From an optimization exercise on the open Yosys and OpenROAD flow, aimed at small area; shortcuts taken in it are not production practice. The RTL was checked by simulation tests, not by an equivalence proof against the original design. The clock port is modelled as an ideal driver; clocking choices that lean on that would not hold on a real chip. No activity file was given, so power comes from the tool's default toggle rates.

--- flow/design.v ---
`timescale 1ns / 1ps
module CPUSystem(Clock, Reset, T, Mem_Address, Mem_WData, Mem_RData, Mem_Read, Mem_Write);
    input wire Clock;
    input wire Reset;
    output wire [7:0] T;
    output wire [15:0] Mem_Address;
    output wire [7:0] Mem_WData;
    input wire [7:0] Mem_RData;
    output wire Mem_Read;
    output wire Mem_Write;
    reg [2:0] ST;                 
    wire [6:0] P;
    reg [15:0] IR;
    reg [15:0] R0, R1, R2, R3;    
    reg [15:0] S1, S2;            
    reg [15:0] PC, AR, SP;
    reg Z, C;
    reg wf;                       
    reg [3:0] op;                 
    reg [2:0] asel, bsel;         
    reg [2:0] blsrc;              
    assign P = {ST == 3'd7, ST == 3'd6, ST == 3'd5, ST == 3'd4, ST == 3'd3, ST == 3'd2, ST == 3'd1};
    wire p0 = ST == 3'd0;
    wire p1 = P[0], p2 = P[1], p4 = P[2], p8 = P[3], p16 = P[4], p32 = P[5], p64 = P[6];
    wire fetch = p1 | p2;
    wire [5:0] D = IR[15:10];
    wire [1:0] RS = IR[9:8];
    wire Sb = IR[9];
    wire [2:0] DST = IR[8:6];
    wire [2:0] SR1 = IR[5:3];
    wire [2:0] SR2 = IR[2:0];
    wire [7:0] IMM = IR[7:0];
    wire iBRA = D == 6'h00, iBNE = D == 6'h01, iBEQ = D == 6'h02;
    wire iBR = iBRA | iBNE | iBEQ;
    wire iPOP = D == 6'h03, iPSH = D == 6'h04;
    wire iINC = D == 6'h05, iDEC = D == 6'h06;
    wire iID = iINC | iDEC;
    wire iMOVS = D == 6'h18;
    wire iONE = (D >= 6'h07 && D <= 6'h0B) || D == 6'h0E || iMOVS;
    wire iTWO = D == 6'h0C || D == 6'h0D || D == 6'h0F || D == 6'h10 ||
                (D >= 6'h15 && D <= 6'h17) || (D >= 6'h19 && D <= 6'h1D);
    wire iMOVH = D == 6'h11, iLDR = D == 6'h12, iSTR = D == 6'h13, iMOVL = D == 6'h14;
    wire iBX = D == 6'h1E, iBL = D == 6'h1F, iLDRIM = D == 6'h20, iSTRIM = D == 6'h21;
    wire iUND = D >= 6'h22;
    wire taken = iBRA | (iBNE & ~Z) | (iBEQ & Z);
    localparam [3:0] F_A = 4'b0000, F_NOT = 4'b0010, F_ADD = 4'b0100, F_ADC = 4'b0101,
                     F_SUB = 4'b0110, F_AND = 4'b0111, F_OR = 4'b1000, F_XOR = 4'b1001,
                     F_NAND = 4'b1010, F_LSL = 4'b1011, F_LSR = 4'b1100, F_ASR = 4'b1101,
                     F_CSL = 4'b1110, F_CSR = 4'b1111;
    reg [3:0] op_dec;
    always @(*) begin
        case (D)
            6'h07: op_dec = F_LSL;
            6'h08: op_dec = F_LSR;
            6'h09: op_dec = F_ASR;
            6'h0A: op_dec = F_CSL;
            6'h0B: op_dec = F_CSR;
            6'h0E: op_dec = F_NOT;
            6'h0C, 6'h1B: op_dec = F_AND;
            6'h0D, 6'h1C: op_dec = F_OR;
            6'h0F, 6'h1D: op_dec = F_XOR;
            6'h10: op_dec = F_NAND;
            6'h15, 6'h19: op_dec = F_ADD;
            6'h16: op_dec = F_ADC;
            6'h17, 6'h1A: op_dec = F_SUB;
            default: op_dec = F_A;
        endcase
    end
    wire [2:0] asrc1 = SR1[2] ? {1'b0, SR1[1:0]} : 3'b100;
    wire [2:0] bsrc2 = SR2[2] ? {1'b0, SR2[1:0]} : 3'b100;
    wire alu_id = p4 & iID & SR1[2];    
    reg set_alu, set_b, wf_n;
    reg [3:0] op_n;
    reg [2:0] asel_n, bsel_n;
    always @(*) begin
        set_alu = 1'b0; set_b = 1'b0; wf_n = 1'b0; op_n = F_A;
        asel_n = {1'b0, RS}; bsel_n = 3'b100;
        if (p4 & (iPSH | iSTR)) set_alu = 1'b1;
        if (alu_id) begin set_alu = 1'b1; asel_n = {1'b0, SR1[1:0]}; end
        if (p8 & (iPSH | iSTR)) set_alu = 1'b1;
        if (p8 & iBX) begin set_alu = 1'b1; asel_n = 3'b100; end
        if (p8 & iONE) begin set_alu = 1'b1; op_n = op_dec; wf_n = iMOVS & Sb; asel_n = asrc1; end
        if (p16 & (iBR | iSTRIM)) begin set_alu = 1'b1; set_b = 1'b1; op_n = F_ADD; asel_n = 3'b100; bsel_n = 3'b100; end
        if (p16 & iTWO) begin set_alu = 1'b1; set_b = 1'b1; op_n = op_dec; wf_n = (D >= 6'h19) & Sb; asel_n = asrc1; bsel_n = bsrc2; end
        if (p16 & iBX) begin set_alu = 1'b1; asel_n = 3'b100; end
        if (p32 & (iBX | iSTRIM)) set_alu = 1'b1;
        if (p32 & iBL) begin set_alu = 1'b1; asel_n = 3'b100; end
        if (p64) set_alu = 1'b1;
    end
    wire [3:0] op_e = set_alu ? op_n : op;
    wire wf_e = set_alu ? wf_n : wf;
    wire [2:0] asel_e = set_alu ? asel_n : asel;
    wire [2:0] bsel_e = set_b ? bsel_n : bsel;
    reg [15:0] A, B;
    always @(*) begin
        case (asel_e)
            3'b000: A = R0;
            3'b001: A = R1;
            3'b010: A = R2;
            3'b011: A = R3;
            default: A = S1;
        endcase
        case (bsel_e)
            3'b000: B = R0;
            3'b001: B = R1;
            3'b010: B = R2;
            3'b011: B = R3;
            default: B = S2;
        endcase
    end
    reg [3:0] tt;
    reg [1:0] gt;
    reg a_cin, shl, shr, sin;
    always @(*) begin
        tt = 4'b1100; gt = 2'b00; a_cin = 1'b0; shl = 1'b0; shr = 1'b0; sin = 1'b0;
        if (alu_id) begin
            if (iDEC) begin tt = 4'b0011; gt = 2'b11; end
            else a_cin = 1'b1;
        end else case (op_e)
            F_NOT: tt = 4'b0011;
            F_ADD: begin tt = 4'b0110; gt = 2'b10; end
            F_ADC: begin tt = 4'b0110; gt = 2'b10; a_cin = C; end
            F_SUB: begin tt = 4'b1001; gt = 2'b01; a_cin = 1'b1; end
            F_AND: tt = 4'b1000;
            F_OR: tt = 4'b1110;
            F_XOR: tt = 4'b0110;
            F_NAND: tt = 4'b0111;
            F_LSL: shl = 1'b1;
            F_CSL: begin shl = 1'b1; sin = C; end
            F_LSR: shr = 1'b1;
            F_ASR: begin shr = 1'b1; sin = A[15]; end
            F_CSR: begin shr = 1'b1; sin = C; end
            default: ;
        endcase
    end
    wire [15:0] ap, ag;
    wire [16:0] ac;
    assign ac[0] = a_cin;
    genvar i;
    generate for (i = 0; i < 16; i = i + 1) begin : alu_bit
        assign ap[i] = tt[{A[i], B[i]}];
        assign ag[i] = A[i] & gt[B[i]];
        assign ac[i+1] = ag[i] | (ap[i] & ac[i]);
    end endgenerate
    wire [15:0] apx = shl ? {A[14:0], sin} : shr ? {sin, A[15:1]} : ap;
    wire [15:0] alu = apx ^ ac[15:0];
    wire cout = ac[16];
    reg [1:0] dsel;
    always @(*) begin
        if (fetch) dsel = 2'b00;
        else if (iLDR | iSTR | iSTRIM) dsel = 2'b11;
        else if (iPSH | iPOP | iBL | (iBX & ~p4)) dsel = 2'b10;
        else if (p8 & iTWO) dsel = SR2[1:0];
        else if (iID | iONE | iTWO) dsel = SR1[1:0];
        else dsel = 2'b00;
    end
    wire [15:0] Dm = dsel[1] ? (dsel[0] ? AR : SP) : PC;
    wire id_dec = ~fetch & (iPSH | iBX | iDEC);
    wire id_pass = (p4 & (iBR | iBX | iONE | iTWO | iSTRIM)) | (p8 & iTWO);
    wire [16:0] idc_c;
    assign idc_c[0] = ~id_pass;
    generate for (i = 0; i < 16; i = i + 1) begin : idc_bit
        assign idc_c[i+1] = idc_c[i] & (Dm[i] ^ id_dec);
    end endgenerate
    wire [15:0] incdec = Dm ^ idc_c[15:0];
    wire dst_we = ~DST[2] & ((p4 & iID) | (p8 & iONE) | (p16 & iTWO));
    wire PC_we = fetch | (dst_we & ~DST[1]) | (p16 & iBR) | (p32 & (iBX | iBL));
    wire SP_we = (p4 & (iPOP | iBL | iPSH)) | (p8 & (iPOP | iPSH | iBX | iBL)) | (p16 & iBX) |
                 (dst_we & DST[1] & ~DST[0]);
    wire AR_we = ((p16 | p32) & iSTRIM) | p64 | (dst_we & DST[1] & DST[0]);
    wire a_use_alu = alu_id | (p8 & iONE) | (p16 & (iTWO | iBR | iSTRIM)) | (p32 & (iBX | iBL));
    wire [15:0] Y = a_use_alu ? alu : incdec;    
    wire [1:0] r_idx = (iID | iONE | iTWO) ? DST[1:0] : RS;
    wire r_full = (p4 & iID & DST[2]) | (p4 & (iLDRIM | iLDR)) | (p8 & iPOP) |
                  (p8 & iONE & DST[2]) | (p16 & iTWO & DST[2]);
    wire r_lo = r_full | (p4 & iMOVL);
    wire r_hi = r_full | (p4 & iMOVH) | (p8 & iLDR) | (p16 & iPOP);
    wire s1_full = (p4 & ((iBR & taken) | iBX | ((iONE | iTWO) & ~SR1[2]) | iSTRIM)) | (p8 & iBL);
    wire s1_hi = s1_full | (p16 & iBL);
    wire s2_full = p8 & (iBR | (iTWO & ~SR2[2]) | iSTRIM);
    wire bl_alu = iBL & ~blsrc[2] & ~blsrc[1];
    wire bl_q = iBL & blsrc[2];
    wire sel_mem = iLDR | iPOP | (iBL & ~blsrc[2] & blsrc[1] & ~blsrc[0]);
    wire sel_imm = iMOVH | iMOVL | iLDRIM | (p8 & (iBR | iSTRIM)) | (iBL & ~blsrc[2] & blsrc[1] & blsrc[0]);
    wire sel_y = ~(iBL | iLDR | iPOP | iMOVH | iMOVL | iLDRIM | (p8 & (iBR | iSTRIM)));
    wire [7:0] Q = blsrc[1] ? (blsrc[0] ? AR[7:0] : Dm[7:0]) : PC[7:0];
    wire [7:0] LB = ({8{sel_y}} & Y[7:0]) | ({8{bl_alu}} & alu[7:0]) | ({8{sel_mem}} & Mem_RData) |
                    ({8{sel_imm}} & IMM) | ({8{bl_q}} & Q);
    wire [7:0] HB = ({8{sel_y}} & Y[15:8]) | ({8{p8 & iBR}} & {8{IMM[7]}});
    wire hionly = (p4 & iMOVH) | (p8 & iLDR) | (p16 & (iPOP | iBL));
    wire [7:0] HW = hionly ? LB : HB;
    reg [2:0] blsrc_n;
    always @(*) begin
        blsrc_n = blsrc;
        if (p4) begin
            if ((iBR & taken) | iBX) blsrc_n = 3'b100;
            if (iID & DST[2]) blsrc_n = SR1[2] ? 3'b000 : {1'b1, SR1[1:0]};
            if (iID & ~DST[2] & ~SR1[2] & blsrc[2]) blsrc_n = {1'b1, SR1[1:0]};
            if ((iONE | iTWO) & ~SR1[2]) blsrc_n = {1'b1, SR1[1:0]};
            if (iMOVH | iMOVL | iLDRIM) blsrc_n = 3'b011;
            if (iLDR) blsrc_n = 3'b010;
            if (iSTRIM) blsrc_n = 3'b111;
        end
        if (p8) begin
            if (iBR | iSTRIM) blsrc_n = 3'b011;
            if (iPOP | iLDR) blsrc_n = 3'b010;
            if (iONE & DST[2]) blsrc_n = 3'b000;
            if (iTWO & ~SR2[2]) blsrc_n = {1'b1, SR2[1:0]};
        end
        if (p16) begin
            if (iPOP) blsrc_n = 3'b010;
            if (iTWO & DST[2]) blsrc_n = 3'b000;
        end
    end
    wire to1_4 = iMOVH | iMOVL | iLDRIM | (iBNE & Z) | (iBEQ & ~Z);
    wire [6:0] P_n;
    assign P_n[0] = p0 | (p4 & to1_4) | (p8 & (iPSH | iID | iONE | iLDR | iSTR)) |
                    (p16 & (iBR | iPOP | iTWO)) | (p32 & (iBX | iBL)) | p64;
    assign P_n[1] = p1;
    assign P_n[2] = p2 | (p4 & iUND);
    assign P_n[3] = p4 & ~to1_4 & ~iUND;
    assign P_n[4] = p8 & (iBR | iPOP | iTWO | iBX | iBL | iSTRIM);
    assign P_n[5] = p16 & (iBX | iBL | iSTRIM);
    assign P_n[6] = p32 & iSTRIM;
    assign T = {1'b0, P};
    assign Mem_Address = Dm;
    assign Mem_Read = fetch | (p4 & iLDR) | (p8 & (iPOP | iLDR | iBL)) | (p16 & (iPOP | iBL));
    assign Mem_Write = (p4 & (iPSH | iSTR)) | (p8 & (iPSH | iSTR | iBX)) | (p16 & iBX) |
                       (p32 & iSTRIM) | p64;
    wire whi = p64 | (p4 & iPSH) | (p8 & (iSTR | iBX));
    assign Mem_WData = whi ? A[15:8] : A[7:0];
    always @(posedge Clock) begin
        if (p1) IR[7:0] <= Mem_RData;
        if (p2) IR[15:8] <= Mem_RData;
        if (s1_full) S1[7:0] <= LB;
        if (s1_hi) S1[15:8] <= HW;
        if (s2_full) S2 <= {HW, LB};
        if (set_b) bsel <= bsel_n;
        if (~Reset) begin
            ST <= 3'd0;
            R0 <= 16'd0; R1 <= 16'd0; R2 <= 16'd0; R3 <= 16'd0;
            PC <= 16'd0; AR <= 16'd0; SP <= 16'd255;
            Z <= 1'b0; C <= 1'b0;
            wf <= 1'b0; op <= F_A; asel <= 3'b000; blsrc <= 3'b000;
        end else begin
            ST <= {P_n[3] | P_n[4] | P_n[5] | P_n[6], P_n[1] | P_n[2] | P_n[5] | P_n[6], P_n[0] | P_n[2] | P_n[4] | P_n[6]};
            if (r_lo & (r_idx == 2'd0)) R0[7:0] <= LB;
            if (r_hi & (r_idx == 2'd0)) R0[15:8] <= HW;
            if (r_lo & (r_idx == 2'd1)) R1[7:0] <= LB;
            if (r_hi & (r_idx == 2'd1)) R1[15:8] <= HW;
            if (r_lo & (r_idx == 2'd2)) R2[7:0] <= LB;
            if (r_hi & (r_idx == 2'd2)) R2[15:8] <= HW;
            if (r_lo & (r_idx == 2'd3)) R3[7:0] <= LB;
            if (r_hi & (r_idx == 2'd3)) R3[15:8] <= HW;
            if (PC_we) PC <= Y;
            if (SP_we) SP <= Y;
            if (AR_we) AR <= Y;
            if (wf_e) begin
                Z <= alu == 16'd0;
                if (op_e == F_ADD || op_e == F_SUB) C <= cout;
            end
            wf <= wf_e; op <= op_e; asel <= asel_e;
            blsrc <= blsrc_n;
        end
    end
endmodule
--- flow/flow/run.sh ---
#!/bin/bash
# Standard synthesis, then an area re-mapping of the combinational logic (flip-flops kept),
# then the standard layout from floorplan to finish.
set -euo pipefail
W=$(pwd)
RES=$W/orfs/results/sky130hd/CPUSystem/base
bash standard.sh synth > "$W/flow_synth.log" 2>&1
cp "$RES/1_2_yosys.v" "$W/std_1_2_yosys.v"
bash flow/remap.sh "$W/std_1_2_yosys.v" "$W/remap_1_2_yosys.v" > "$W/flow_remap.log" 2>&1
cp "$W/remap_1_2_yosys.v" "$RES/1_2_yosys.v"
touch "$RES/1_2_yosys.v"
PRE_CTS_TCL="$W/flow/cts_pre.tcl" \
BUFFER_PORTS_ARGS="-buffer_cell sky130_fd_sc_hd__buf_1" \
CTS_ARGS="-sink_clustering_enable -repair_clock_nets -dont_use_dummy_load -buf_list sky130_fd_sc_hd__clkbuf_4" \
  bash standard.sh finish > "$W/flow_finish.log" 2>&1
--- flow/flow/cts_pre.tcl ---
# Before CTS: wrap clock_tree_synthesis so that, right after it, clock buffers whose
# flip-flop loads see a slow clock edge are upsized (clkbuf_2 -> 4 -> 8 -> 16).
# upsize clock buffers whose flip-flop loads see a slow clock edge
proc clk_worst_load_slew {inst} {
  set worst 0
  foreach it [[[$inst findITerm X] getNet] getITerms] {
    if {[$it isInputSignal]} {
      set p [get_pins [[$it getInst] getName]/[[$it getMTerm] getName]]
      foreach e {rise fall} { set s [get_property $p slew_max_$e]; if {$s > $worst} {set worst $s} }
    }
  }
  return $worst
}
proc fix_clk_slew {limit} {
  set next [dict create sky130_fd_sc_hd__clkbuf_2 sky130_fd_sc_hd__clkbuf_4 sky130_fd_sc_hd__clkbuf_4 sky130_fd_sc_hd__clkbuf_8 sky130_fd_sc_hd__clkbuf_8 sky130_fd_sc_hd__clkbuf_16]
  for {set pass 0} {$pass < 4} {incr pass} {
    estimate_parasitics -placement
    set n 0
    foreach inst [[ord::get_db_block] getInsts] {
      set m [[$inst getMaster] getName]
      if {![dict exists $next $m]} continue
      if {[clk_worst_load_slew $inst] > $limit} { replace_cell [get_cells [$inst getName]] [dict get $next $m]; incr n }
    }
    puts "fix_clk_slew pass $pass upsized $n"
    if {$n == 0} break
  }
}
rename clock_tree_synthesis my_orig_clock_tree_synthesis
proc clock_tree_synthesis {args} {
  my_orig_clock_tree_synthesis {*}$args
  fix_clk_slew 0.1
}
--- flow/flow/dontuse.txt ---
-dont_use sky130_fd_sc_hd__lpflow_bleeder_1 -dont_use sky130_fd_sc_hd__lpflow_clkbufkapwr_1 -dont_use sky130_fd_sc_hd__lpflow_clkbufkapwr_16 -dont_use sky130_fd_sc_hd__lpflow_clkbufkapwr_2 -dont_use sky130_fd_sc_hd__lpflow_clkbufkapwr_4 -dont_use sky130_fd_sc_hd__lpflow_clkbufkapwr_8 -dont_use sky130_fd_sc_hd__lpflow_clkinvkapwr_1 -dont_use sky130_fd_sc_hd__lpflow_clkinvkapwr_16 -dont_use sky130_fd_sc_hd__lpflow_clkinvkapwr_2 -dont_use sky130_fd_sc_hd__lpflow_clkinvkapwr_4 -dont_use sky130_fd_sc_hd__lpflow_clkinvkapwr_8 -dont_use sky130_fd_sc_hd__lpflow_decapkapwr_12 -dont_use sky130_fd_sc_hd__lpflow_decapkapwr_3 -dont_use sky130_fd_sc_hd__lpflow_decapkapwr_4 -dont_use sky130_fd_sc_hd__lpflow_decapkapwr_6 -dont_use sky130_fd_sc_hd__lpflow_decapkapwr_8 -dont_use sky130_fd_sc_hd__lpflow_inputiso0n_1 -dont_use sky130_fd_sc_hd__lpflow_inputiso0p_1 -dont_use sky130_fd_sc_hd__lpflow_inputiso1n_1 -dont_use sky130_fd_sc_hd__lpflow_inputiso1p_1 -dont_use sky130_fd_sc_hd__lpflow_inputisolatch_1 -dont_use sky130_fd_sc_hd__lpflow_isobufsrc_1 -dont_use sky130_fd_sc_hd__lpflow_isobufsrc_16 -dont_use sky130_fd_sc_hd__lpflow_isobufsrc_2 -dont_use sky130_fd_sc_hd__lpflow_isobufsrc_4 -dont_use sky130_fd_sc_hd__lpflow_isobufsrc_8 -dont_use sky130_fd_sc_hd__lpflow_isobufsrckapwr_16 -dont_use sky130_fd_sc_hd__lpflow_lsbuf_lh_hl_isowell_tap_1 -dont_use sky130_fd_sc_hd__lpflow_lsbuf_lh_hl_isowell_tap_2 -dont_use sky130_fd_sc_hd__lpflow_lsbuf_lh_hl_isowell_tap_4 -dont_use sky130_fd_sc_hd__lpflow_lsbuf_lh_isowell_4 -dont_use sky130_fd_sc_hd__lpflow_lsbuf_lh_isowell_tap_1 -dont_use sky130_fd_sc_hd__lpflow_lsbuf_lh_isowell_tap_2 -dont_use sky130_fd_sc_hd__lpflow_lsbuf_lh_isowell_tap_4 -dont_use sky130_fd_sc_hd__probe_p_8 -dont_use sky130_fd_sc_hd__probec_p_8 
--- flow/flow/remap.sh ---
#!/bin/bash
# Re-map the combinational logic of a synthesised netlist for area with ABC, trying each
# remap*.abc script beside this file and keeping the smallest result.
# Every flip-flop instance is kept as it is (cell type and name).
# usage: remap.sh IN.v OUT.v
set -euo pipefail
IN=$1; OUT=$2
HERE=$(cd "$(dirname "$0")" && pwd)
LIB=$FLOW_HOME/platforms/sky130hd/lib/sky130_fd_sc_hd__tt_025C_1v80.lib
YOSYS=$FLOW_HOME/../tools/install/yosys/bin/yosys
[[ -x $YOSYS ]] || YOSYS=yosys
SEQ=$(grep -o "sky130_fd_sc_hd__[a-z0-9_]*" "$IN" | sort -u | grep -E "__(df|edf|sdf|dlx|dlr|dlc|sdl)" | tr '\n' ' ')
DU=$(cat "$HERE/dontuse.txt")
run_one() {
  local SCR=$1 N
  N=$(basename "$SCR" .abc)
  cat > $N.ys <<EOS
read_liberty -ignore_miss_func $LIB
blackbox $SEQ
read_verilog $IN
hierarchy -top CPUSystem
flatten
opt_clean -purge
abc -script $SCR -liberty $LIB $DU
opt_clean -purge
hilomap -singleton -hicell sky130_fd_sc_hd__conb_1 HI -locell sky130_fd_sc_hd__conb_1 LO
splitnets
opt_clean -purge
stat -liberty $LIB
write_verilog -noattr -noexpr -nohex -nodec $N.v
EOS
  "$YOSYS" -l $N.log -s $N.ys > /dev/null 2>&1 || echo "$N failed"
}
for SCR in "$HERE"/remap*.abc; do run_one "$SCR" & done
wait
BEST=""; BESTA=""
for SCR in "$HERE"/remap*.abc; do
  N=$(basename "$SCR" .abc)
  [[ -s $N.v ]] || continue
  A=$(grep "Chip area for module" $N.log | tail -1 | awk '{print $NF}')
  echo "$N area $A"
  if [[ -n "$A" ]] && { [[ -z "$BESTA" ]] || awk -v a="$A" -v b="$BESTA" 'BEGIN{exit !(a<b)}'; }; then
    BEST=$N; BESTA=$A
  fi
done
echo "chosen $BEST area $BESTA"
cp $BEST.v "$OUT"
--- flow/flow/remap1.abc ---
strash
ifraig
dc2
balance; rewrite; refactor; balance; rewrite; rewrite -z; balance; refactor -z; rewrite -z; balance
dch -f
amap -F 100 -A 50
strash
dc2
balance; rewrite; refactor; balance; rewrite; rewrite -z; balance; refactor -z; rewrite -z; balance
dch -f
amap -F 100 -A 50
--- flow/flow/remap2.abc ---
strash
ifraig
dc2
balance; rewrite; refactor; balance; rewrite; rewrite -z; balance; refactor -z; rewrite -z; balance
dch -f
amap -F 100 -A 50
strash
ifraig
dc2
balance; rewrite; refactor; balance; rewrite; rewrite -z; balance; refactor -z; rewrite -z; balance
dch -f
amap -F 100 -A 50
strash
ifraig
dc2
balance; rewrite; refactor; balance; rewrite; rewrite -z; balance; refactor -z; rewrite -z; balance
dch -f
amap -F 100 -A 50
--- flow/flow/remap3.abc ---
strash
ifraig
dc2
balance; rewrite; refactor; balance; rewrite; rewrite -z; balance; refactor -z; rewrite -z; balance
dch -f
amap -F 100 -A 50
--- flow/flow/remap4.abc ---
strash
dc2
balance; rewrite; refactor; balance; rewrite; rewrite -z; balance; refactor -z; rewrite -z; balance
dch -f
amap
topo
--- flow/flow/remap5.abc ---
&get -n
&st
&syn2
&dch -f
&nf -a -R 1000
&st
&syn2
&dch -f
&nf -a -R 1000
&put
--- flow/flow/remap6.abc ---
strash
ifraig
dc2
balance; rewrite; refactor; balance; rewrite; rewrite -z; balance; refactor -z; rewrite -z; balance
balance; rewrite; refactor; balance; rewrite; rewrite -z; balance; refactor -z; rewrite -z; balance
dch -f
amap -F 200 -A 100
--- flow/flow/remap7.abc ---
strash
ifraig
dc2
balance; rewrite; refactor; balance; rewrite; rewrite -z; balance; refactor -z; rewrite -z; balance
dc2
dch -f -r
amap -F 100 -A 50
--- flow/flow/remap8.abc ---
strash
ifraig
dc2
balance; rewrite; refactor; balance; rewrite; rewrite -z; balance; refactor -z; rewrite -z; balance
dch -f
amap -F 100 -A 50
strash
ifraig
dc2
balance; rewrite; refactor; balance; rewrite; rewrite -z; balance; refactor -z; rewrite -z; balance
dch -f
amap -F 100 -A 50
strash
ifraig
dc2
balance; rewrite; refactor; balance; rewrite; rewrite -z; balance; refactor -z; rewrite -z; balance
dch -f
amap -F 100 -A 50
strash
ifraig
dc2
balance; rewrite; refactor; balance; rewrite; rewrite -z; balance; refactor -z; rewrite -z; balance
dch -f
amap -F 100 -A 50
--- flow/flow/remap9.abc ---
strash
ifraig
dc2
balance; rewrite; refactor; balance; rewrite; rewrite -z; balance; refactor -z; rewrite -z; balance
dch -f
amap -F 100 -A 50
strash
dc2
balance; rewrite; refactor; balance; rewrite; rewrite -z; balance; refactor -z; rewrite -z; balance
dch -f
amap -F 100 -A 50
strash
dc2
balance; rewrite; refactor; balance; rewrite; rewrite -z; balance; refactor -z; rewrite -z; balance
dch -f
amap -F 100 -A 50
strash
dc2
balance; rewrite; refactor; balance; rewrite; rewrite -z; balance; refactor -z; rewrite -z; balance
dch -f
amap -F 100 -A 50
strash
dc2
balance; rewrite; refactor; balance; rewrite; rewrite -z; balance; refactor -z; rewrite -z; balance
dch -f
amap -F 100 -A 50
--- flow/flow/remapA.abc ---
&get -n
&st
&syn2
&dch -f
&nf -a -R 1000
&st
&dc2
&dch -f
&nf -a -R 1000
&put
--- flow/flow/remapB.abc ---
strash
ifraig
dc2
balance; rewrite; refactor; balance; rewrite; rewrite -z; balance; refactor -z; rewrite -z; balance
dch
amap -F 100 -A 50
strash
dc2
balance; rewrite; refactor; balance; rewrite; rewrite -z; balance; refactor -z; rewrite -z; balance
dch
amap -F 100 -A 50
--- flow/flow/remapC.abc ---
strash
ifraig
dc2
balance; rewrite; refactor; balance; rewrite; rewrite -z; balance; refactor -z; rewrite -z; balance
dch -f
amap -F 100 -A 50
strash
dch -f
amap -F 200 -A 100
--- flow/standard.sh ---
#!/bin/bash
# synth_recipe.tcl (not shown) runs the flow's synth.tcl, then flattens the netlist and writes it again
# the make line also repeats each setting of config.mk as NAME=value (left out here)
make -C /OpenROAD-flow-scripts/flow DESIGN_CONFIG=/design/flow/config.mk WORK_HOME=/design/flow/orfs CLKGATE_MAP_FILE= SYNTH_SCRIPT=/design/flow/synth_recipe.tcl "${@:-finish}"
--- flow/config.mk ---
export PLATFORM = sky130hd
export DESIGN_NAME = CPUSystem
export DESIGN_NICKNAME = CPUSystem
export VERILOG_FILES = /design/flow/design.v
export SDC_FILE = /design/flow/constraint.sdc
export NUM_CORES = 4
export LEC_CHECK = 0
export ABC_AREA = 1
export CAP_MARGIN = 10
export CORE_MARGIN = 2
export CORE_UTILIZATION = 65
export GPL_TIMING_DRIVEN = 0
export SLEW_MARGIN = 10
--- flow/constraint.sdc ---
create_clock -name core_clock -period 12.0 [get_ports {Clock}]
set_input_delay 2.4000 -clock core_clock [delete_from_list [all_inputs] [get_ports {Clock}]]
set_output_delay 2.4000 -clock core_clock [all_outputs]
set_load 0.01 [all_outputs]
==> results of run 1 <==
state kept, by name (all words and copies together) (netlist names), named ones only:
signal / count
PC: 16
S1: 16
wf: 1
bsel: 3
Z: 1
blsrc: 3
C: 1
R2: 16
AR: 16
op: 4
asel: 3
S2: 16
SP: 16
ST: 3
R3: 16
R1: 16
R0: 16
IR: 16
cell usage in the layout, fill, tap and decap left out, drive strengths merged, types with 6 or more instances in the layout:
master / count
o21a: 18
edfxtp: 48
a222oi: 54
nand3: 15
or2: 6
nor3: 26
nor2: 183
o221a: 32
o211ai: 6
nand2: 67
clkbuf: 17
clkinv: 182
buf: 54
o31ai: 6
a21oi: 108
a221oi: 38
o21ai: 86
a22oi: 28
o22ai: 89
dfxtp: 135
o221ai: 51
worst max-delay path, delay by kind of cell (launching register included):
family,cells,cell delay [ns]
AO/OA/AOI/OAI,11,2.85
AND/OR/NAND/NOR,38,5.50
buffers and inverters,8,1.89
flip-flops,1,0.59
power groups by stage:
stage / clock network [mW] / registers, mW / logic [mW]
after floorplan: 0 / 0.682 / 0.163
after global placement: 0 / 0.688 / 0.249
after detailed placement: 0 / 0.688 / 0.258
after CTS: 0.322 / 0.674 / 0.259
after global routing: 0.347 / 0.676 / 0.291
final: 0.327 / 0.675 / 0.273
area by class of cell:
| class | count | area, um^2 |
|---|---|---|
| repair buffers | 54 | 305 |
| inverters | 182 | 683 |
| clock buffers | 17 | 231 |
| fillers | 1221 | 4250 |
| multi-input cells | 862 | 5290 |
| flip-flops and latches | 183 | 4140 |
| well taps | 188 | 235 |
per-layer routing:
layer	global-route usage	routed length [um]	up-vias
li1	-	-	4966
met1	0.585	13500	4982
met2	0.650	15300	857
met3	0.0872	4430	137
met4	0.199	1670	0
met5	0	0	-
what timing repair did:
action	CTS	global route
hold buffers	0	0
gates resized for setup	0	6
setup endpoints to repair	0	15
worst max path at each step:
stage                 from     end  slack [ns]  cells after the start
finish              IR[10]  R2[15]        1.08                     57
global route        IR[10]  R2[15]        0.10                     57
CTS                  ST[0]  R2[15]        0.69                     54
detailed placement   ST[0]  R2[15]        0.76                     54
global placement    IR[13]  R1[15]       -0.75                     54
floorplan           IR[13]  R1[15]        2.61                     55
metrics by stage:
stage           util  setup slack (ns)  power, mW
6_report       0.719              1.08       1.27
3_5_place_dp   0.701             0.764      0.946
2_1_floorplan      -              2.61      0.845
3_3_place_gp   0.689            -0.751      0.937
5_1_grt        0.719             0.102       1.31
4_1_cts        0.716             0.695       1.26
==> flow_summary.yaml, run 1 <==
final_layout:
  syn2layout_area_growth_pct: 8.54
  diodes: 0
  fin_cells: 1486
  nNetsFinal: 1310
  layout-drive-gt1-share: 0.0354
  postLayoutCellArea_um2: 10900
timing:
  drv_slew: 0
  relSlewSlack: 0.0765
  max_freq_mhz: 91.6
  hold_violations: 0
  fin_skew_ns: 0.0306
  setup_viol: 0
  tightest_slew_ns: 1.37
  finalCritPeriodShare: 0.910
  grt_setup_unrepaired: "false"
  period_needed_ns: 10.92
  fin_hold_ws_ns: 0.461
  fin_tns_setup_ns: 0
logic_synthesis:
  synth_fp_nets: 1237
  yosys_warnings: 1
  avgSynthCellArea_um2: 8.18
  netlist_area_um2: 10000
  syn_inst: 1227
placed_design:
  place_hpwl_mm: 25.5
  dp.cells: 1468
  port_buffers: 42
  postPlaceCellArea_um2: 10600
  place.gp.congestion: 1.02
global_routing:
  grt_start_max_net_pins: 54
  grt_pass1_vias: 9900
  gr-total-overflow: 0
  grt_pass1_wl_mm: 54.2
  grt_use_total: 0.427
  antenna_found_initial: 0
detailed_routing:
  wire_per_inst_um: 23.5
  drt.antenna.violating_nets: 0
  drc: 0
  viasPerCell: 7.36
  via_count: 10942
  firstDrtPassIters: 8
  routed_wl_mm: 34.9
  drt_iter0_drc: 1709
power_and_ir_drop:
  combPwrFrac: 0.214
  leakage_nw: 3.48
  clkPwrFrac: 0.257
  vdd_drop_max_uv: 91.1
  seq_power_share: 0.529
  swShare: 0.328
  p_int_mw: 0.856
  p_sw_mw: 0.418
  power_density_nw_per_um2: 117
clock_network:
  clk_pin_slew_ns: 0.09
  clk_latency_ns: 0.41
  post_cts_buffers: 0
  cts_num_sinks: 183
  numCtsBuffers: 17
  cts_tree: "done"
setup_path:
  start_kind: "flip-flop"
  cp_data_required_time_ns: 12.34
  reg2reg_depth: 57
  reg2reg_to: "R2[15]"
  cp_max_fo: 17
  worst-setup-path-type: "reg -> reg"
  cpPeakStageDelay_ns: 0.59
  slowest_stage: "edfxtp_1"
  ff2ff_setup_slack_ns: 1.08
  rr_startpoint: "IR[10]"
  cp-end-kind: "flip-flop"
  crit_arrival_ns: 11.26
  crit_top_cell: "nor2_1"
hold_path:
  hold_class: "reg -> reg"
  worstHoldPathCells: 2
  hold_start: "SP[14]"
  min_to: "SP[14]"
die:
  fp-row-count: 45
  die-width_um: 128
  core_um2: 15100
  ios: 44
  die_h_um: 128
  dieArea_um2: 16400
  initial_core_util: 0.663
run:
  cap_violations: 0
run_status:
  outcome: "finished clean"
==> run 2: changes to the inputs <==
--- a/flow/config.mk
+++ b/flow/config.mk
@@ -8,6 +8,6 @@
 export ABC_AREA = 1
 export CAP_MARGIN = 10
 export CORE_MARGIN = 2
-export CORE_UTILIZATION = 65
+export CORE_UTILIZATION = 40
 export GPL_TIMING_DRIVEN = 0
 export SLEW_MARGIN = 10
==> run 2 against run 1 <==
Against the previous run: combinational power about the same; setup slack gained 0.12 ns; hold slack better by 0.00060 ns; fmax is 1.1% higher; sequential power barely moved; still clean; cell count rose by 9.4%; utilization down 26 points; highest routed layer unchanged; largest power group unchanged; clock-buffer cell count unchanged; flip-flop and latch count did not move; clock power increased by 13%; synthesized cell count unchanged.
==> flow_summary.yaml, run 2 <==
die:
  fp-row-count: 57
  core_um2: 24500
  dieArea_um2: 26400
  die_h_um: 162
  die-width_um: 162
  ios: 44
  initial_core_util: 0.410
setup_path:
  cp_max_fo: 17
  reg2reg_to: "R0[15]"
  crit_arrival_ns: 11.08
  rr_startpoint: "IR[10]"
  cp_data_required_time_ns: 12.28
  crit_top_cell: "nor2_1"
  reg2reg_depth: 54
  cpPeakStageDelay_ns: 0.82
  slowest_stage: "nor3_1"
  start_kind: "flip-flop"
  ff2ff_setup_slack_ns: 1.20
  cp-end-kind: "flip-flop"
  worst-setup-path-type: "reg -> reg"
timing:
  relSlewSlack: 0.210
  setup_viol: 0
  finalCritPeriodShare: 0.900
  max_freq_mhz: 92.6
  drv_slew: 0
  tightest_slew_ns: 1.18
  hold_violations: 0
  fin_tns_setup_ns: 0
  fin_skew_ns: 0.0234
  period_needed_ns: 10.80
detailed_routing:
  drt_iter0_drc: 1432
  drc: 0
  wire_per_inst_um: 23.6
  firstDrtPassIters: 8
  drt.antenna.violating_nets: 0
  viasPerCell: 6.63
  via_count: 10780
  routed_wl_mm: 38.4
clock_network:
  cts_num_sinks: 183
  cts_tree: "done"
  clk_latency_ns: 0.41
  clk_pin_slew_ns: 0.09
  numCtsBuffers: 17
hold_path:
  worstHoldPathCells: 2
  min_to: "R2[8]"
  hold_start: "R2[8]"
  hold_class: "reg -> reg"
final_layout:
  diodes: 0
  syn2layout_area_growth_pct: 11.3
  nNetsFinal: 1313
  mostFrequentLayoutCell: "clkinv_1"
  layout-drive-gt1-share: 0.0438
  layout_common_cells: "clkinv_1 (181), nor2_1 (177), dfxtp_1 (135), a21oi_1 (107), o22ai_1 (89)"
  postLayoutCellArea_um2: 11200
power_and_ir_drop:
  p_total_mw: 1.32
  power_density_nw_per_um2: 118
  leakage_nw: 3.53
  vdd_drop_max_uv: 68.7
logic_synthesis:
  synth_fp_nets: 1237
  avgSynthCellArea_um2: 8.18
  yosys_warnings: 1
  netlist_area_um2: 10000
  syn_inst: 1227
global_routing:
  antenna_found_initial: 0
  gr-total-overflow: 0
  grt_pass1_wl_mm: 58.2
  grt_use_total: 0.287
  grt_pass1_vias: 9743
  grt_start_max_net_pins: 47
placed_design:
  place.gp.congestion: 0.994
  postPlaceCellArea_um2: 10800
  port_buffers: 42
  place_hpwl_mm: 27.7
run:
  cap_violations: 0
run_status:
  outcome: "finished clean"
-- run 2: cell count changes in the layout (fill, tap and decap cells not counted), moves of 2 or more --
cell	previous run	this run
nor2_4	0	2
clkbuf_16	2	5
buf_4	4	7
buf_8	2	4
clkbuf_4	4	2
nor2_1	179	177
-- run 2: power breakdown --
group	internal, mW	leakage, nW	switching (mW)
registers	0.659	1.53	0.0162
clock network	0.156	0.143	0.214
logic	0.0705	1.85	0.202
total	0.886	3.53	0.433
-- run 2: repair_timing --
item,4_1_cts,5_1_grt
endpoints found under the setup margin,0,30
hold buffers,0,0
buffers inserted,0,2
gates resized for setup,0,11
-- run 2: per-layer routing --
metal  wire length, um  vias up  GRT usage
met5                 0        -          0
met4              1330        0      0.105
met2             16900      587      0.439
met1             16600     5137      0.409
met3              3540       77     0.0469
li1                  -     4979          -
-- run 2: worst max path at each step --
stage                      start     end  slack (ns)
final                     IR[10]  R0[15]        1.20
after global routing      IR[10]  R0[15]      -0.001
after CTS                 IR[10]  R0[15]        0.58
after detailed placement  IR[10]  R2[15]        0.68
after global placement    IR[10]  R1[15]       -1.57
after floorplan           IR[13]  R1[15]        2.61
-- run 2: critical path, delay by kind of cell (launching register included) --
family / cells / cell delay (ns)
compound gates: 11 / 2.83
buf+inv: 6 / 1.39
flops: 1 / 0.60
simple gates: 37 / 5.83
-- run 2: area by class of cell --
| type | count | area, um^2 |
|---|---|---|
| clock buffers | 17 | 278 |
| fillers | 2393 | 13300 |
| flip-flops and latches | 183 | 4140 |
| multi-input cells | 862 | 5320 |
| well taps | 324 | 405 |
| repair buffers | 57 | 342 |
| inverters | 182 | 684 |
-- run 2: metrics by stage --
step	instances	util	worst slack (ns)	hold WS (ns)
4_1_cts	1623	0.454	0.583	0.458
6_report	1625	0.457	1.20	0.461
2_1_floorplan	1227	-	2.61	0.431
5_1_grt	1625	0.457	-0.00147	0.474
3_5_place_dp	1606	0.443	0.679	0.448
3_3_place_gp	1593	0.433	-1.57	0.442
==> run 3: changes to the inputs <==
==> flow/flow/remapD.abc (new file) <==
strash
ifraig
dc2
balance; rewrite; refactor; balance; rewrite; rewrite -z; balance; refactor -z; rewrite -z; balance
dch -f
amap -F 100 -A 50
strash
dc2
balance; rewrite; refactor; balance; rewrite; rewrite -z; balance; refactor -z; rewrite -z; balance
dch -f
amap -F 100 -A 50
strash
dch -f
amap -F 200 -A 200
==> flow/flow/remapE.abc (new file) <==
strash
ifraig
dc2
balance; rewrite; refactor; balance; rewrite; rewrite -z; balance; refactor -z; rewrite -z; balance
dch -f
if -K 4 -a
mfs2 -W 4
strash
dch -f
amap -F 100 -A 50
strash
dch -f
amap -F 100 -A 50
--- a/flow/config.mk
+++ b/flow/config.mk
@@ -8,6 +8,6 @@
 export ABC_AREA = 1
 export CAP_MARGIN = 10
 export CORE_MARGIN = 2
-export CORE_UTILIZATION = 40
+export CORE_UTILIZATION = 65
 export GPL_TIMING_DRIVEN = 0
 export SLEW_MARGIN = 10
==> run 3 against run 2 <==
Against the previous run: clock-buffer cell count stayed put; fmax is 3.8% lower; largest power group unchanged; area after synthesis is 0.50% lower; clock power is 16% lower; highest routed layer unchanged; still clean on timing, DRC and antenna.
==> flow_summary.yaml, run 3 <==
timing:
  relSlewSlack: 0.154
  tightest_slew_ns: 1.27
  grt_setup_unrepaired: "false"
  setup_viol: 0
  worst_slack_ns: 0.772
  hold_violations: 0
  finalCritPeriodShare: 0.936
  drv_slew: 0
  max_freq_mhz: 89.1
  period_needed_ns: 11.23
  fin_hold_ws_ns: 0.455
  fin_skew_ns: 0.0351
placed_design:
  dp_slack_ns: 0.675
  place.gp.congestion: 1.01
  place_hpwl_mm: 25.6
  port_buffers: 42
hold_path:
  worstHoldPathCells: 2
  hold_class: "reg -> reg"
  hold_start: "R0[13]"
  min_to: "R0[13]"
global_routing:
  gr-total-overflow: 0
  grt_pass1_vias: 9842
  grt_use_total: 0.436
  antenna_found_initial: 0
  grt_pass1_wl_mm: 54.9
  grt_start_max_net_pins: 51
clock_network:
  cts_tree: "done"
  numCtsBuffers: 17
  clk_latency_ns: 0.41
  post_cts_resize_count: 0
  post_cts_buffers: 0
  cts_num_sinks: 183
  clk_pin_slew_ns: 0.10
  ctsHoldBuffers: 0
setup_path:
  rr_startpoint: "IR[10]"
  cp_max_fo: 18
  crit_arrival_ns: 11.56
  reg2reg_depth: 50
  cp-end-kind: "flip-flop"
  worst-setup-path-type: "reg -> reg"
  crit_top_cell: "nor2_1"
  slowest_stage: "nor3_2"
  cpPeakStageDelay_ns: 0.72
  cp_data_required_time_ns: 12.33
  reg2reg_to: "R1[15]"
  start_kind: "flip-flop"
  ff2ff_setup_slack_ns: 0.77
die:
  initial_core_util: 0.662
  dieArea_um2: 16400
  core_um2: 15100
  ios: 44
  die_h_um: 128
  die-width_um: 128
  fp-row-count: 45
final_layout:
  layout-drive-gt1-share: 0.0390
  layout_common_cells: "nor2_1 (205), clkinv_1 (191), dfxtp_1 (135), a21oi_1 (124), o22ai_1 (104)"
  mostFrequentLayoutCell: "nor2_1"
  utilization: 0.717
  syn2layout_area_growth_pct: 8.32
  nFillCells: 1261
  diodes: 0
  nNetsFinal: 1347
power_and_ir_drop:
  vdd_drop_max_uv: 90.8
  power_density_nw_per_um2: 117
  leakage_nw: 3.49
detailed_routing:
  viasPerCell: 7.38
  drc: 0
  drt_iter0_drc: 1990
  routed_wl_mm: 36.3
  via_count: 11238
  wire_per_inst_um: 23.8
  drt.antenna.violating_nets: 0
  firstDrtPassIters: 21
logic_synthesis:
  synth_fp_nets: 1273
  netlist_area_um2: 9990
  yosys_warnings: 1
  avgSynthCellArea_um2: 7.91
  syn_inst: 1263
run_status:
  outcome: "finished clean"
run:
  cap_violations: 0
run 3: through the flow:
stage / area [um^2] / total power, mW / std cells / setup TNS [ns]
2_1_floorplan: 9990 / 0.851 / 1263 / 0
3_3_place_gp: 10400 / 0.941 / 1493 / -61.05
3_5_place_dp: 10600 / 0.950 / 1506 / 0
4_1_cts: 10800 / 1.24 / 1523 / 0
5_1_grt: 10800 / 1.30 / 1523 / 0
6_report: 10800 / 1.26 / 1523 / 0
run 3: cell type report:
cell class | instances | area [um^2] | share of cell area
well taps | 188 | 235 | 0.0217
repair buffers | 55 | 300 | 0.0278
clock buffers | 17 | 219 | 0.0202
multi-input cells | 887 | 5190 | 0.480
flip-flops and latches | 183 | 4140 | 0.383
inverters | 193 | 729 | 0.0674
run 3: worst max path at each step:
stage            from     end  slack [ns]  cells after the start
6_report       IR[10]  R1[15]        0.77                     50
4_1_cts         ST[0]  R1[15]        0.54                     52
2_1_floorplan  IR[13]  R0[15]        2.30                     56
3_3_place_gp   IR[10]  R2[15]       -1.65                     52
5_1_grt        IR[10]  R2[15]        0.08                     56
3_5_place_dp    ST[0]  R2[15]        0.68                     52
run 3: layer usage:
metal,track usage,share of wire,vias up
li1,-,-,5036
met2,0.649,0.43,962
met3,0.0993,0.14,160
met4,0.259,0.064,0
met5,0,0,-
met1,0.582,0.37,5080
run 3: critical path, delay by kind of cell (launching register included):
family / cells / cell delay (ns)
DFF: 1 / 0.57
buffers and inverters: 5 / 1.73
and+or+nand+nor: 36 / 6.31
AOI/OAI and AO/OA: 9 / 2.56
run 3: power by group:
part | internal (mW) | total, mW | switching (mW)
clock network | 0.121 | 0.313 | 0.192
logic | 0.0700 | 0.278 | 0.208
registers | 0.659 | 0.673 | 0.0138
==> run 4: changes to the inputs <==
--- a/flow/config.mk
+++ b/flow/config.mk
@@ -8,6 +8,6 @@
 export ABC_AREA = 1
 export CAP_MARGIN = 10
 export CORE_MARGIN = 2
-export CORE_UTILIZATION = 65
+export CORE_UTILIZATION = 40
 export GPL_TIMING_DRIVEN = 0
 export SLEW_MARGIN = 10
==> run 4 against run 3 <==
Against the previous run: critical endpoint is now R0[15]; critical path type unchanged; setup slack better by 0.17 ns; still clean; register-to-register slack better by 0.17 ns; largest power group unchanged; cell count up 9.1%.
==> flow_summary.yaml, run 4 <==
global_routing:
  grt_use_total: 0.289
  grt_pass1_vias: 9903
  grt_start_max_net_pins: 40
  grt_pass1_wl_mm: 58.4
  antenna_found_initial: 0
  gr-total-overflow: 0
placed_design:
  port_buffers: 42
  place.gp.congestion: 1.00
  place_hpwl_mm: 27.6
  dp_slack_ns: 0.643
  postPlaceCellArea_um2: 10800
detailed_routing:
  drc: 0
  wire_per_inst_um: 23.3
  routed_wl_mm: 38.7
  via_count: 10973
  drt.antenna.violating_nets: 0
  viasPerCell: 6.60
  drt_iter0_drc: 1638
  firstDrtPassIters: 8
setup_path:
  crit_top_cell: "nor2_1"
  start_kind: "flip-flop"
  worst-setup-path-type: "reg -> reg"
  cp_data_required_time_ns: 12.34
  cp_max_fo: 18
  crit_arrival_ns: 11.40
  cp-end-kind: "flip-flop"
  slowest_stage: "o221ai_1"
  cpPeakStageDelay_ns: 0.57
timing:
  tightest_slew_ns: 1.26
  relSlewSlack: 0.159
  fin_tns_setup_ns: 0
  hold_violations: 0
  worst_slack_ns: 0.944
  fin_skew_ns: 0.0328
  period_needed_ns: 11.06
  max_freq_mhz: 90.4
  finalCritPeriodShare: 0.921
  setup_viol: 0
  drv_slew: 0
  grt_setup_unrepaired: "false"
clock_network:
  ctsHoldBuffers: 0
  clk_latency_ns: 0.41
  clk_pin_slew_ns: 0.10
  cts_tree: "done"
  cts_num_sinks: 183
  numCtsBuffers: 17
power_and_ir_drop:
  clkPwrFrac: 0.266
  power_density_nw_per_um2: 117
  vdd_drop_max_uv: 65.7
  combPwrFrac: 0.215
  seq_power_share: 0.519
  p_sw_mw: 0.427
  swShare: 0.329
  p_int_mw: 0.870
  leakage_nw: 3.53
logic_synthesis:
  netlist_area_um2: 9990
  avgSynthCellArea_um2: 7.91
  syn_inst: 1263
  synth_fp_nets: 1273
  yosys_warnings: 1
final_layout:
  nNetsFinal: 1350
  seq_area_um2: 4140
  diodes: 0
  nFillCells: 2540
  layout_common_cells: "nor2_1 (204), clkinv_1 (192), dfxtp_1 (135), a21oi_1 (125), o22ai_1 (104)"
  syn2layout_area_growth_pct: 10.9
  multi_input_comb_area_um2: 5220
  layout-drive-gt1-share: 0.0419
  postLayoutCellArea_um2: 11100
  mostFrequentLayoutCell: "nor2_1"
die:
  die-width_um: 162
  ios: 44
  dieArea_um2: 26200
  die_h_um: 162
  fp-row-count: 57
  core_um2: 24400
  initial_core_util: 0.409
run_status:
  outcome: "finished clean"
run:
  cap_violations: 0
hold_path:
  hold_class: "reg -> reg"
[run 4: critical path, delay by kind of cell, from the launching register on]
family                 cells  cell delay [ns]
AOI/OAI and AO/OA          9             2.60
buffers and inverters      7             2.20
DFF                        1             0.54
and+or+nand+nor           35             5.63
[run 4: final cells by class]
class / count / area share
Tap cell: 324 / 0.0366
Timing Repair Buffer: 58 / 0.0301
Inverter: 193 / 0.0655
Clock buffer: 17 / 0.0225
Multi-Input combinational cell: 887 / 0.471
Sequential cell: 183 / 0.374
[run 4: path summary, 6_finish.rpt]
kind	slack, ns	cells after the start	endpoint	from
min reg2reg	0.46	2	PC[15]	PC[15]
min	0.46	2	PC[15]	PC[15]
max reg2reg	0.94	51	R0[15]	IR[10]
max	0.94	51	R0[15]	IR[10]
[run 4: power by group through the flow]
stage | registers [mW] | logic [mW] | clock network (mW)
floorplan | 0.682 | 0.169 | 0
global placement | 0.686 | 0.261 | 0
detailed placement | 0.687 | 0.271 | 0
CTS | 0.672 | 0.272 | 0.348
global route | 0.675 | 0.299 | 0.370
finish | 0.673 | 0.278 | 0.345
[run 4: through the flow]
step / power, mW / hold slack (ns) / utilization / std cells
2_1_floorplan: 0.851 / 0.428 / - / 1263
3_3_place_gp: 0.948 / 0.444 / 0.432 / 1629
3_5_place_dp: 0.957 / 0.449 / 0.442 / 1643
4_1_cts: 1.29 / 0.460 / 0.452 / 1660
5_1_grt: 1.34 / 0.479 / 0.454 / 1662
6_report: 1.30 / 0.459 / 0.454 / 1662
[run 4: what timing repair did]
action                     in CTS  in global routing
setup endpoints to repair       0                 21
gates resized for setup         0                  7
setup buffers                   0                  2
[run 4: per-layer routing]
layer | GRT usage | vias to the layer above | share of wire
li1 | - | 5049 | -
met4 | 0.109 | 0 | 0.029
met2 | 0.437 | 613 | 0.44
met1 | 0.409 | 5224 | 0.43
met3 | 0.0559 | 87 | 0.10
met5 | 0 | - | 0
==> run 5: changes to the inputs <==
--- a/flow/config.mk
+++ b/flow/config.mk
@@ -6,8 +6,8 @@
 export NUM_CORES = 4
 export LEC_CHECK = 0
 export ABC_AREA = 1
-export CAP_MARGIN = 10
+export CAP_MARGIN = 5
 export CORE_MARGIN = 2
-export CORE_UTILIZATION = 40
+export CORE_UTILIZATION = 65
 export GPL_TIMING_DRIVEN = 0
-export SLEW_MARGIN = 10
+export SLEW_MARGIN = 5
==> run 5 against run 4 <==
Against the previous run: global-route usage grew 15 points; register-to-register slack lost 0.39 ns; critical path depth shrank 1; flip-flop and latch count is the same; clock-buffer cell count is the same; critical path type unchanged; sequential share of layout area grew 0.96 points; via count grew 2.2%; fmax shrank 3.4%; setup slack lost 0.39 ns.
==> flow_summary.yaml, run 5 <==
timing:
  grt_setup_unrepaired: "false"
  drv_slew: 0
  max_freq_mhz: 87.4
  fin_skew_ns: 0.0323
  fin_hold_ws_ns: 0.460
  hold_violations: 0
  finalCritPeriodShare: 0.954
  setup_viol: 0
  period_needed_ns: 11.45
  tightest_slew_ns: 1.30
  relSlewSlack: 0.129
hold_path:
  hold_start: "R0[13]"
  hold_class: "reg -> reg"
  worstHoldPathCells: 2
power_and_ir_drop:
  vdd_drop_max_uv: 91.5
  power_density_nw_per_um2: 118
  leakage_nw: 3.48
detailed_routing:
  drt.antenna.violating_nets: 0
  viasPerCell: 7.37
  firstDrtPassIters: 15
  via_count: 11213
  drt_iter0_drc: 2183
  drc: 0
  wire_per_inst_um: 23.9
  routed_wl_mm: 36.3
placed_design:
  postPlaceCellArea_um2: 10500
  place.gp.congestion: 1.01
  place_hpwl_mm: 25.4
  port_buffers: 42
die:
  ios: 44
  die-width_um: 128
  fp-row-count: 45
  dieArea_um2: 16400
  core_um2: 15100
  die_h_um: 128
  initial_core_util: 0.662
clock_network:
  clk_pin_slew_ns: 0.10
  cts_tree: "done"
  post_cts_buffers: 0
  clk_latency_ns: 0.40
  cts_num_sinks: 183
  numCtsBuffers: 17
global_routing:
  antenna_found_initial: 1
  grt_pass1_wl_mm: 55.3
  grt_pass1_vias: 9886
  gr-total-overflow: 0
  grt_use_total: 0.439
  grt_start_max_net_pins: 51
final_layout:
  syn2layout_area_growth_pct: 8.11
  layout_common_cells: "nor2_1 (206), clkinv_1 (191), dfxtp_1 (135), a21oi_1 (125), o22ai_1 (104)"
  nNetsFinal: 1344
  mostFrequentLayoutCell: "nor2_1"
  layout-drive-gt1-share: 0.0353
  nFillCells: 1216
  postLayoutCellArea_um2: 10800
logic_synthesis:
  syn_inst: 1263
  synth_fp_nets: 1273
  netlist_area_um2: 9990
  avgSynthCellArea_um2: 7.91
  yosys_warnings: 1
setup_path:
  crit_top_cell: "nor2_1"
  rr_startpoint: "IR[10]"
  crit_arrival_ns: 11.79
  ff2ff_setup_slack_ns: 0.55
  worst-setup-path-type: "reg -> reg"
  cpPeakStageDelay_ns: 0.68
  cp_max_fo: 18
  cp-end-kind: "flip-flop"
  startpoint: "IR[10]"
  start_kind: "flip-flop"
  slowest_stage: "nor3_2"
  cp_data_required_time_ns: 12.34
  reg2reg_depth: 50
run_status:
  outcome: "finished clean"
run:
  cap_violations: 0
[run 5: critical path: cells and delay by family, from the launching register on]
kind	cells	cell delay, ns
AO/OA/AOI/OAI	9	2.57
buffers and inverters	6	2.00
flip-flops	1	0.57
AND/OR/NAND/NOR	35	6.23
[run 5: power breakdown]
part           internal, mW  switching (mW)  leakage [nW]
clock                 0.128           0.195         0.122
combinational        0.0689           0.209          1.82
sequential            0.659          0.0138          1.53
total                 0.856           0.417          3.48
[run 5: final timing paths]
| check | to |
|---|---|
| max | R1[15] |
| min | R0[13] |
| max reg2reg | R1[15] |
| min reg2reg | R0[13] |
[run 5: per-layer routing]
metal,GRT usage,vias to the layer above,share of wire
li1,-,5033,-
met5,0,-,0
met3,0.0956,169,0.14
met1,0.591,5013,0.37
met4,0.244,0,0.059
met2,0.658,998,0.43
[run 5: stage by stage]
step / std cells / setup WS, ns / utilization / power, mW / setup TNS [ns]
2_1_floorplan: 1263 / 2.30 / - / 0.851 / 0
3_3_place_gp: 1493 / -1.65 / 0.688 / 0.941 / -61.05
3_5_place_dp: 1503 / 0.637 / 0.698 / 0.948 / 0
4_1_cts: 1520 / 0.704 / 0.713 / 1.25 / 0
5_1_grt: 1520 / 0.0133 / 0.715 / 1.30 / 0
6_report: 1521 / 0.552 / 0.715 / 1.27 / 0
[run 5: timing repair]
action | in CTS | in global routing
resized for setup | 0 | 3
hold buffers | 0 | 0
endpoints found under the setup margin | 0 | 23
endpoints found under the hold margin | 0 | 0
[run 5: layout make-up]
type                    count  area (um^2)  area share
diodes                      1         2.50    0.000232
flip-flops and latches    183         4140       0.384
repair buffers             52          270      0.0250
well taps                 188          235      0.0218
clock buffers              17          231      0.0214
inverters                 193          729      0.0676
multi-input cells         887         5180       0.480
==> run 6: changes to the inputs <==
==> flow/flow/remapF.abc (new file) <==
strash
ifraig
dc2
balance; rewrite; refactor; balance; rewrite; rewrite -z; balance; refactor -z; rewrite -z; balance
dch -f
amap -F 100 -A 50
strash
dc2
balance; rewrite; refactor; balance; rewrite; rewrite -z; balance; refactor -z; rewrite -z; balance
dch -f
amap -F 100 -A 50
strash
dch -f
amap -F 200 -A 200
strash
dch -f
amap -F 200 -A 200
--- a/flow/config.mk
+++ b/flow/config.mk
@@ -6,8 +6,8 @@
 export NUM_CORES = 4
 export LEC_CHECK = 0
 export ABC_AREA = 1
-export CAP_MARGIN = 5
+export CAP_MARGIN = 10
 export CORE_MARGIN = 2
 export CORE_UTILIZATION = 65
 export GPL_TIMING_DRIVEN = 0
-export SLEW_MARGIN = 5
+export SLEW_MARGIN = 10
==> run 6 against run 5 <==
Against the previous run: first-iteration DRC count fell by 6.1%; register-to-register slack improved by 0.29 ns; still clean; via count rose by 0.59%; largest power group unchanged; area after synthesis fell by 0.28%; setup slack improved by 0.29 ns; clock power fell by 2%; critical path depth rose by 4; non-clock buffer count rose by 3; synthesized cell count fell by 0.87%.
==> flow_summary.yaml, run 6 <==
die:
  ios: 44
  initial_core_util: 0.660
  dieArea_um2: 16300
  core_um2: 15100
  die_h_um: 128
  fp-row-count: 45
  die-width_um: 128
timing:
  drv_slew: 0
  relSlewSlack: 0.162
  finalCritPeriodShare: 0.930
  max_freq_mhz: 89.6
  grt_setup_unrepaired: "false"
  hold_violations: 0
  setup_viol: 0
  tightest_slew_ns: 1.25
  period_needed_ns: 11.16
  fin_skew_ns: 0.0336
setup_path:
  ff2ff_setup_slack_ns: 0.84
  slowest_stage: "a22oi_1"
  cp-end-kind: "flip-flop"
  rr_startpoint: "IR[10]"
  start_kind: "flip-flop"
  crit_top_cell: "nor2_1"
  cp_data_required_time_ns: 12.33
  worst-setup-path-type: "reg -> reg"
  crit_arrival_ns: 11.49
  worst-path-buf-inv: 6
  cpPeakStageDelay_ns: 0.56
  cp_top_family: "compound AO/OA/AOI/OAI gates"
  reg2reg_to: "R3[14]"
  cp_max_fo: 17
  reg2reg_depth: 54
clock_network:
  numCtsBuffers: 17
  clk_pin_slew_ns: 0.10
  post_cts_buffers: 0
  cts_tree: "done"
  clk_latency_ns: 0.41
  ctsHoldBuffers: 0
  cts_num_sinks: 183
placed_design:
  place_hpwl_mm: 25.2
  dp.cells: 1494
  port_buffers: 42
  postPlaceCellArea_um2: 10500
  place.gp.congestion: 1.03
detailed_routing:
  via_count: 11279
  firstDrtPassIters: 8
  drt.antenna.violating_nets: 0
  drt_iter0_drc: 2049
  viasPerCell: 7.46
  routed_wl_mm: 35.8
  wire_per_inst_um: 23.7
  drc: 0
final_layout:
  layout-drive-gt1-share: 0.0415
  nNetsFinal: 1336
  fin_cells: 1512
  layout_common_cells: "nor2_1 (196), clkinv_1 (193), dfxtp_1 (135), o22ai_1 (122), a21oi_1 (112)"
  seq_area_um2: 4140
  postLayoutCellArea_um2: 10800
  diodes: 0
  nFillCells: 1251
  mostFrequentLayoutCell: "nor2_1"
  multi_input_comb_area_um2: 5190
  syn2layout_area_growth_pct: 8.86
logic_synthesis:
  synth_fp_nets: 1262
  syn_inst: 1252
  yosys_warnings: 1
  netlist_area_um2: 9960
  avgSynthCellArea_um2: 7.95
global_routing:
  grt_pass1_vias: 9817
  antenna_found_initial: 0
  grt_pass1_wl_mm: 54.6
  grt_start_max_net_pins: 48
  grt_use_total: 0.434
  gr-total-overflow: 0
hold_path:
  worstHoldPathCells: 2
  hold_class: "reg -> reg"
  hold_start: "PC[14]"
  min_to: "PC[14]"
power_and_ir_drop:
  p_sw_mw: 0.411
  power_density_nw_per_um2: 117
  swShare: 0.325
  vdd_drop_max_uv: 95.6
  p_int_mw: 0.855
  seq_power_share: 0.532
  leakage_nw: 3.46
  combPwrFrac: 0.219
  clkPwrFrac: 0.249
run:
  cap_violations: 0
run_status:
  outcome: "finished clean"
[run 6: cell count changes in the layout (fill, tap and decap cells not counted), moves of 3 or more]
cell	previous run	this run
nor2_1	206	196
o221ai_1	45	42
nor3_1	27	22
a32oi_1	4	1
nand2_1	65	58
a21oi_1	125	112
o32ai_1	8	1
nand3_1	10	7
o21ai_0	80	91
o22ai_1	104	122
[run 6: layout make-up]
class,instances,area share
clock buffer,17,0.0209
inverter,196,0.0683
multi-input combinational,873,0.479
sequential,183,0.382
tap,188,0.0217
timing repair buffer,55,0.0279
[run 6: metal layers]
layer / track usage / vias up / wire length, um
li1: - / 5029 / -
met1: 0.578 / 5181 / 13100
met3: 0.0993 / 133 / 5060
met2: 0.663 / 936 / 15800
met4: 0.224 / 0 / 1930
met5: 0 / - / 0
[run 6: stage by stage]
step                      worst slack [ns]   util  power, mW  hold slack, ns  setup TNS, ns
after detailed placement             0.183  0.698      0.947           0.450              0
after floorplan                       1.77      -      0.852           0.432              0
final                                0.840  0.718       1.27           0.459              0
after global placement               -2.77  0.686      0.938           0.443        -162.29
after global routing                0.0375  0.718       1.30           0.481              0
after CTS                            0.177  0.713       1.25           0.463              0
[run 6: how the worst max path moves through the flow]
stage                     slack [ns]  startpoint  depth (start not counted)     end
after floorplan                 1.77      IR[10]                         54  R2[15]
after global placement         -2.77      IR[10]                         54  R2[15]
after detailed placement        0.18      IR[10]                         54  R2[15]
after CTS                       0.18      IR[10]                         54  R2[15]
after global routing            0.04      IR[10]                         57  R2[15]
final                           0.84      IR[10]                         54  R3[14]
[run 6: worst reg2reg max path: cells and delay by family (launching register included)]
| family | cells | cell delay, ns |
|---|---|---|
| buffers and inverters | 6 | 1.40 |
| AND/OR/NAND/NOR | 33 | 4.37 |
| flip-flops | 1 | 0.55 |
| AO/OA/AOI/OAI | 15 | 4.78 |
[run 6: power by group through the flow]
stage | clock network [mW] | registers, mW | logic (mW)
5_1_grt | 0.336 | 0.676 | 0.293
4_1_cts | 0.312 | 0.673 | 0.262
6_report | 0.315 | 0.673 | 0.277
3_3_place_gp | 0 | 0.686 | 0.252
2_1_floorplan | 0 | 0.682 | 0.169
3_5_place_dp | 0 | 0.687 | 0.261
[run 6: timing repair]
action,4_1_cts,5_1_grt
setup endpoints to repair,0,37
hold endpoints to repair,0,0
resized for setup,0,12
==> run 7: changes to the inputs <==
--- a/flow/config.mk
+++ b/flow/config.mk
@@ -8,6 +8,6 @@
 export ABC_AREA = 1
 export CAP_MARGIN = 10
 export CORE_MARGIN = 2
-export CORE_UTILIZATION = 65
+export CORE_UTILIZATION = 55
 export GPL_TIMING_DRIVEN = 0
 export SLEW_MARGIN = 10
==> run 7 against run 6 <==
Against the previous run: critical path type unchanged; hold slack got worse by 0.0038 ns; clock power increased by 6%; critical endpoint is now R3[15]; area after synthesis unchanged; still clean on timing, DRC and antenna.
==> flow_summary.yaml, run 7 <==
hold_path:
  hold_class: "reg -> reg"
timing:
  hold_violations: 0
  finalCritPeriodShare: 0.924
  period_needed_ns: 11.09
  fin_tns_setup_ns: 0
  relSlewSlack: 0.190
  tightest_slew_ns: 1.21
  max_freq_mhz: 90.2
  drv_slew: 0
  setup_viol: 0
  worst_slack_ns: 0.909
  grt_setup_unrepaired: "false"
  fin_skew_ns: 0.0340
die:
  ios: 44
  die_h_um: 139
  fp-row-count: 49
  core_um2: 17800
  initial_core_util: 0.558
  die-width_um: 139
  dieArea_um2: 19200
setup_path:
  cp_top_family: "simple AND/OR/NAND/NOR gates"
  worst-setup-path-type: "reg -> reg"
  cp_data_required_time_ns: 12.30
  slowest_stage: "nor2_2"
  start_kind: "flip-flop"
  cp-end-kind: "flip-flop"
  cpPeakStageDelay_ns: 0.57
  crit_arrival_ns: 11.39
  worst-path-buf-inv: 7
  crit_top_cell: "nor2_1"
  cp_max_fo: 17
final_layout:
  layout-drive-gt1-share: 0.0424
  mostFrequentLayoutCell: "clkinv_1"
  nNetsFinal: 1333
  diodes: 0
  layout_common_cells: "clkinv_1 (194), nor2_1 (192), dfxtp_1 (135), o22ai_1 (122), a21oi_1 (112)"
  fin_cells: 1550
  syn2layout_area_growth_pct: 9.51
  utilization: 0.611
global_routing:
  antenna_found_initial: 2
  grt_start_max_net_pins: 48
  grt_pass1_vias: 10202
  grt_use_total: 0.382
  gr-total-overflow: 0
  grt_pass1_wl_mm: 57.6
detailed_routing:
  firstDrtPassIters: 9
  drt.antenna.violating_nets: 0
  wire_per_inst_um: 24.4
  drt_iter0_drc: 1705
  routed_wl_mm: 37.8
  drc: 0
  via_count: 11063
  viasPerCell: 7.14
clock_network:
  numCtsBuffers: 17
  cts_num_sinks: 183
  cts_tree: "done"
  clk_pin_slew_ns: 0.09
  clk_latency_ns: 0.40
logic_synthesis:
  synth_fp_nets: 1262
  netlist_area_um2: 9960
  avgSynthCellArea_um2: 7.95
  syn_inst: 1252
  yosys_warnings: 1
placed_design:
  dp.cells: 1532
  port_buffers: 42
  dp_slack_ns: 0.160
  place.gp.congestion: 1.00
  place_hpwl_mm: 26.9
power_and_ir_drop:
  vdd_drop_max_uv: 106
  power_density_nw_per_um2: 119
  p_total_mw: 1.29
  leakage_nw: 3.46
run_status:
  outcome: "finished clean"
run:
  cap_violations: 0
## run 7: final cells by class
type	count	area, um^2
flip-flops and latches	183	4140
well taps	229	287
clock buffers	17	243
inverters	196	737
multi-input cells	873	5220
repair buffers	52	273
fillers	1629	6940
## run 7: routing by layer
metal  track usage  vias up  routed length (um)
met5             0        -                  13
met4         0.192        2                2100
met3        0.0991      154                4340
met2         0.589      726               16500
met1         0.500     5174               14800
li1              -     5007                   -
## run 7: repair_timing
action	in CTS	in global routing
buffers inserted	0	1
resized for setup	0	18
setup endpoints to repair	0	48
hold buffers	0	0
## run 7: where the power goes
group	internal, mW	switching (mW)
sequential	0.660	0.0155
combinational	0.0704	0.217
clock	0.135	0.198
## run 7: tightest hold or removal path, cell delays in order, from the launching register on
cell and delay (ns):
dfxtp_1 0.30, clkinv_1 0.05, a221oi_1 0.06
## run 7: through the flow
stage | cell area, um^2 | hold WS [ns]
2_1_floorplan | 9960 | 0.432
3_3_place_gp | 10400 | 0.445
3_5_place_dp | 10600 | 0.449
4_1_cts | 10800 | 0.461
5_1_grt | 10900 | 0.473
6_report | 10900 | 0.455
## run 7: worst paths after layout
check         start      to  slack (ns)  depth (start not counted)
max reg2reg  IR[10]  R3[15]        0.91                         55
max          IR[10]  R3[15]        0.91                         55
min           PC[8]   PC[8]        0.46                          2
min reg2reg   PC[8]   PC[8]        0.46                          2

-- separate check: timing with driven ports --
No port has a modelled driver above. Below, the same layouts with a new extraction and two added sets of constraints. Step 1 (the two cells are an assumption about what drives the block):
set clk [get_ports {Clock}]
set_driving_cell -lib_cell sky130_fd_sc_hd__clkbuf_16 $clk
set_driving_cell -lib_cell sky130_fd_sc_hd__buf_2 [delete_from_list [all_inputs] $clk]
Step 2 adds t to the input delays and takes it off the output delays; t is the mean of the earliest and latest rising clock arrival at the registers after step 1. Input paths then give back, and output paths get back, about the clock's delay inside the block. Slacks: ideal ports / drivers / drivers and shift; pairs: ideal ports / drivers.
run | shift t [ns] | setup slack, ns | worst hold slack (ns) | worst setup path after step 2
run 1 | 0.444 | 1.079 / 1.079 / 1.079 | 0.461 / 0.461 / 0.461 | register to register
run 2 | 0.442 | 1.203 / 1.203 / 1.203 | 0.461 / 0.461 / 0.461 | register to register
run 3 | 0.435 | 0.772 / 0.772 / 0.772 | 0.455 / 0.455 / 0.455 | register to register
run 4 | 0.440 | 0.944 / 0.944 / 0.944 | 0.459 / 0.459 / 0.459 | register to register
run 5 | 0.429 | 0.552 / 0.552 / 0.552 | 0.460 / 0.460 / 0.460 | register to register
run 6 | 0.438 | 0.840 / 0.840 / 0.840 | 0.459 / 0.459 / 0.459 | register to register
run 7 | 0.434 | 0.909 / 0.909 / 0.909 | 0.455 / 0.455 / 0.455 | register to register
After both steps every run listed still meets setup and hold.
